Context: an optimization exercise on an open-source flow, tuned for small area. The choices shown serve that exercise and are no tape-out recipe.
In this exercise RTL edits were held to simulation tests only and were not proved equivalent to the original.
Power is estimated from default activity; no workload was simulated.

// warmup
module warmup(
	input        clk,
	input        rst,
	input        rx,
	output [7:0] result_data,
	output       overflow
);
	reg [2:0] t8;
	function [2:0] succ(input [2:0] v);
		succ = {v[1:0], v[2] ^ (v[0] | ~v[1])};
	endfunction
	wire [2:0] n8 = succ(t8);
	reg [1:0] t3;
	reg [2:0] t7;
	reg [4:0] t31;
	always @(posedge clk) begin
		t8  <= n8;
		t3  <= {t3[0], ~(t3[1] & t3[0])};
		t7  <= {t7[1:0], (t7[2] ^ t7[1]) | ~rst};
		t31 <= {t31[3:0], (t31[4] ^ t31[2]) | ~rst};
	end
	wire tick = (&t8) & (&t3) & (&t7) & (&t31);
	wire [2:0] p = t8;
	localparam [2:0] P0 = 3'd6, P7 = 3'd7;
	wire p0 = (p == P0);
	wire p7 = (p == P7);
	reg [1:0] idx;
	reg       busy;
	reg [2:0] j;
	reg       valid;
	reg [2:0] k;           
	reg [7:0] A, W, B;
	reg       dA, dB;      
	reg       c;           
	reg       dec;         
	wire      rxs = dec;
	reg       ov;          
	localparam K_OTHER = 3'd0, K_AND = 3'd2, K_OR = 3'd3,
  ...
For scale: about 52 flip-flops, ~12 I/O pins, roughly 2000 sq um of cells after synthesis.
==> flow/config.mk <==
export PLATFORM = sky130hd
export DESIGN_NAME = warmup
export DESIGN_NICKNAME = warmup
export VERILOG_FILES = /design/flow/design.v
export SDC_FILE = /design/flow/constraint.sdc
export NUM_CORES = 4
export LEC_CHECK = 0
export CAP_MARGIN = 20
export CORE_MARGIN = 2
export CORE_UTILIZATION = 40
export SLEW_MARGIN = 20
==> flow/constraint.sdc <==
create_clock -name core_clock -period 30.0 [get_ports {clk}]
set_input_delay 6.0000 -clock core_clock [delete_from_list [all_inputs] [get_ports {clk}]]
set_output_delay 6.0000 -clock core_clock [all_outputs]
set_load 0.01 [all_outputs]
standard.sh (not shown) runs the stock make flow with config.mk's settings and CLKGATE_MAP_FILE= SYNTH_SCRIPT=/design/flow/synth_recipe.tcl, a recipe that flattens the netlist after the stock synthesis.
==> flow/flow/run.sh <==
#!/bin/bash
# Standard layout with three changes: synthesis maps the logic with several
# ABC scripts and keeps the smallest result, port buffers use the smallest
# buffer, and the clock tree has no dummy loads. The flow's output goes to
# layout.log (ORFS keeps each step's log under orfs/logs).
set -euo pipefail
here=$(pwd)
rm -rf "$here/scripts"
cp -r "$FLOW_HOME/scripts" "$here/scripts"
python3 - "$here/scripts/synth.tcl" <<'PY'
import sys
p = sys.argv[1]
s = open(p).read()
old = "  log_cmd abc {*}$abc_args\n"
assert s.count(old) == 1
s = s.replace(old, "  source $::env(FLOW_FLOW_DIR)/multi_abc.tcl\n")
open(p, "w").write(s)
PY
export SCRIPTS_DIR="$here/scripts"
export FLOW_FLOW_DIR="$here/flow"
export BUFFER_PORTS_ARGS="-buffer_cell sky130_fd_sc_hd__buf_1"
export CTS_ARGS="-sink_clustering_enable -repair_clock_nets -dont_use_dummy_load -sink_clustering_size 60 -sink_clustering_max_diameter 500 -buf_list sky130_fd_sc_hd__clkbuf_8"
bash standard.sh > layout.log 2>&1
==> flow/flow/abc_amap.script <==
strash
dch -f
amap
&get -n
&st
&dch -f
&nf -a
&put
==> flow/flow/abc_nfa2.script <==
&get -n
&st
&dch -f
&nf -a
&st
&syn2
&dch -f
&nf -a
&st
&syn2
&dch -f
&nf -a
&put
==> flow/flow/abc_nfa3.script <==
&get -n
&st
&dch -f
&nf -a -p
&st
&syn2
&dch -f
&nf -a -p
&st
&syn2
&dch -f
&nf -a -p
&st
&syn2
&dch -f
&nf -a -p
&put
==> flow/flow/abc_r1.script <==
&get -n
&st
&synch2
&if -g -K 6
&synch2
&dch -f
&nf -a
&st
&syn2
&dch -f
&nf -a
&st
&syn2
&dch -f
&nf -a
&put
==> flow/flow/abc_r4.script <==
&get -n
&st
&dch -f
&nf -a -R 1000
&st
&syn2
&dch -f
&nf -a -R 1000
&st
&syn2
&dch -f
&nf -a -R 1000
&put
==> flow/flow/abc_r5.script <==
&get -n
&st
&dch -f
&nf -a
&st
&syn2
&dch -f
&nf -a
&st
&syn3
&dch -f
&nf -a
&st
&syn4
&dch -f
&nf -a
&put
==> flow/flow/abc_speed.script <==
&get -n
&st
&dch
&nf
&st
&syn2
&if -g -K 6
&synch2
&nf
&st
&syn2
&if -g -K 6
&synch2
&nf
&st
&syn2
&if -g -K 6
&synch2
&nf
&st
&syn2
&if -g -K 6
&synch2
&nf
&st
&syn2
&if -g -K 6
&synch2
&nf
&put
buffer -c
topo
stime -c
upsize -c
dnsize -c
==> flow/flow/multi_abc.tcl <==
# Sourced by synth.tcl in place of its single abc call: maps the design
# with each ABC script in flow/ and keeps the mapping with the least area.
design -save my_pre_abc
set best_area ""
set best_script ""
foreach scr [lsort [glob $::env(FLOW_FLOW_DIR)/abc_*.script]] {
  design -load my_pre_abc
  set args $abc_args
  lset args 1 $scr
  log_cmd abc {*}$args
  set st [tee -q -s result.string stat {*}$lib_args]
  if { [regexp {Chip area for module[^:]*: ([0-9.]+)} $st -> area] } {
    puts "multi_abc: $scr area $area"
    if { $best_area eq "" || $area < $best_area } {
      set best_area $area
      set best_script $scr
      design -save my_best_abc
    }
  }
}
puts "multi_abc: chose $best_script area $best_area"
design -load my_best_abc
The baseline went through all stages and came out clean.
Edit:
==> flow/flow/run.sh (replaced) <==
#!/bin/bash
# Standard layout with three changes: an area-oriented ABC mapping script,
# port buffers made from the smallest buffer, and a clock tree without
# dummy loads. Each tool's output goes to layout.log.
set -euo pipefail
here=$(pwd)
rm -rf "$here/scripts"
cp -r "$FLOW_HOME/scripts" "$here/scripts"
cp "$here/flow/abc.script" "$here/scripts/abc_speed.script"
export SCRIPTS_DIR="$here/scripts"
export BUFFER_PORTS_ARGS="-buffer_cell sky130_fd_sc_hd__buf_1"
export CTS_ARGS="-sink_clustering_enable -repair_clock_nets -dont_use_dummy_load -sink_clustering_size 60 -sink_clustering_max_diameter 500 -buf_list sky130_fd_sc_hd__clkbuf_8"
bash standard.sh > layout.log 2>&1
==> flow/flow/abc.script (new file) <==
&get -n
&st
&synch2
&if -g -K 6
&synch2
&dch -f
&nf -a
&st
&syn2
&dch -f
&nf -a
&st
&syn2
&dch -f
&nf -a
&put
removed: flow/flow/abc_amap.script
removed: flow/flow/abc_nfa2.script
removed: flow/flow/abc_nfa3.script
removed: flow/flow/abc_r1.script
removed: flow/flow/abc_r4.script
removed: flow/flow/abc_r5.script
removed: flow/flow/abc_speed.script
removed: flow/flow/multi_abc.tcl
Setup slack stays the same.
Core utilization does not change.
Final area stays the same.
Clock power hardly moves.
Area after synthesis is unchanged.
Via count does not change.
Combinational power stays flat.
Power does not change.
Non-clock buffer count is unchanged.
Global-route usage does not change.
Edit:
==> flow/flow/abc.script (replaced) <==
&get -n
&deepsyn -T 20
&dch -f
&nf -a
&put
Utilization goes down by 0.16 points; hold slack loses 0.0045 ns; flip-flop and latch count does not change; setup slack is about the same; critical path depth is unchanged; routed wire length goes up by about 3.7%; clock-buffer cell count is unchanged; first-iteration DRC count goes up by 10%; non-clock buffer count stays the same; sequential share of layout area goes up by 0.19 points.

## port drivers added, routing unchanged
The flow's constraints put no driver on any port. The routed layouts listed below were extracted and timed again, unchanged, in two steps. Step 1, drivers: a clkbuf_16 drives clk and a buf_2 each remaining input, both assumed. Step 2 also shifts input and output timing later by t, the mid clock arrival at the registers, as if the neighbouring blocks saw the same clock. a / b / c = ideal / step 1 / step 2; a / b = the first two.
run | shift t [ns] | slack for setup (ns) | worst hold slack (ns) | latest minus earliest clock arrival (ns) | worst register clock-pin slew, ns
the first run | 0.311 | 22.912 / 22.889 / 22.843 | 0.332 / 0.332 / 0.332 | 0.013 / 0.013 | 0.09 / 0.09
the second run | 0.311 | 22.912 / 22.889 / 22.843 | 0.332 / 0.332 / 0.332 | 0.013 / 0.013 | 0.09 / 0.09
the third run | 0.326 | 22.913 / 22.885 / 22.661 | 0.327 / 0.327 / 0.327 | 0.024 / 0.023 | 0.10 / 0.10
After both steps setup and hold are still met in every run listed. For the third run, which loses most, drivers alone change the setup slack by -0.028 ns; drivers and shift together by -0.252 ns.
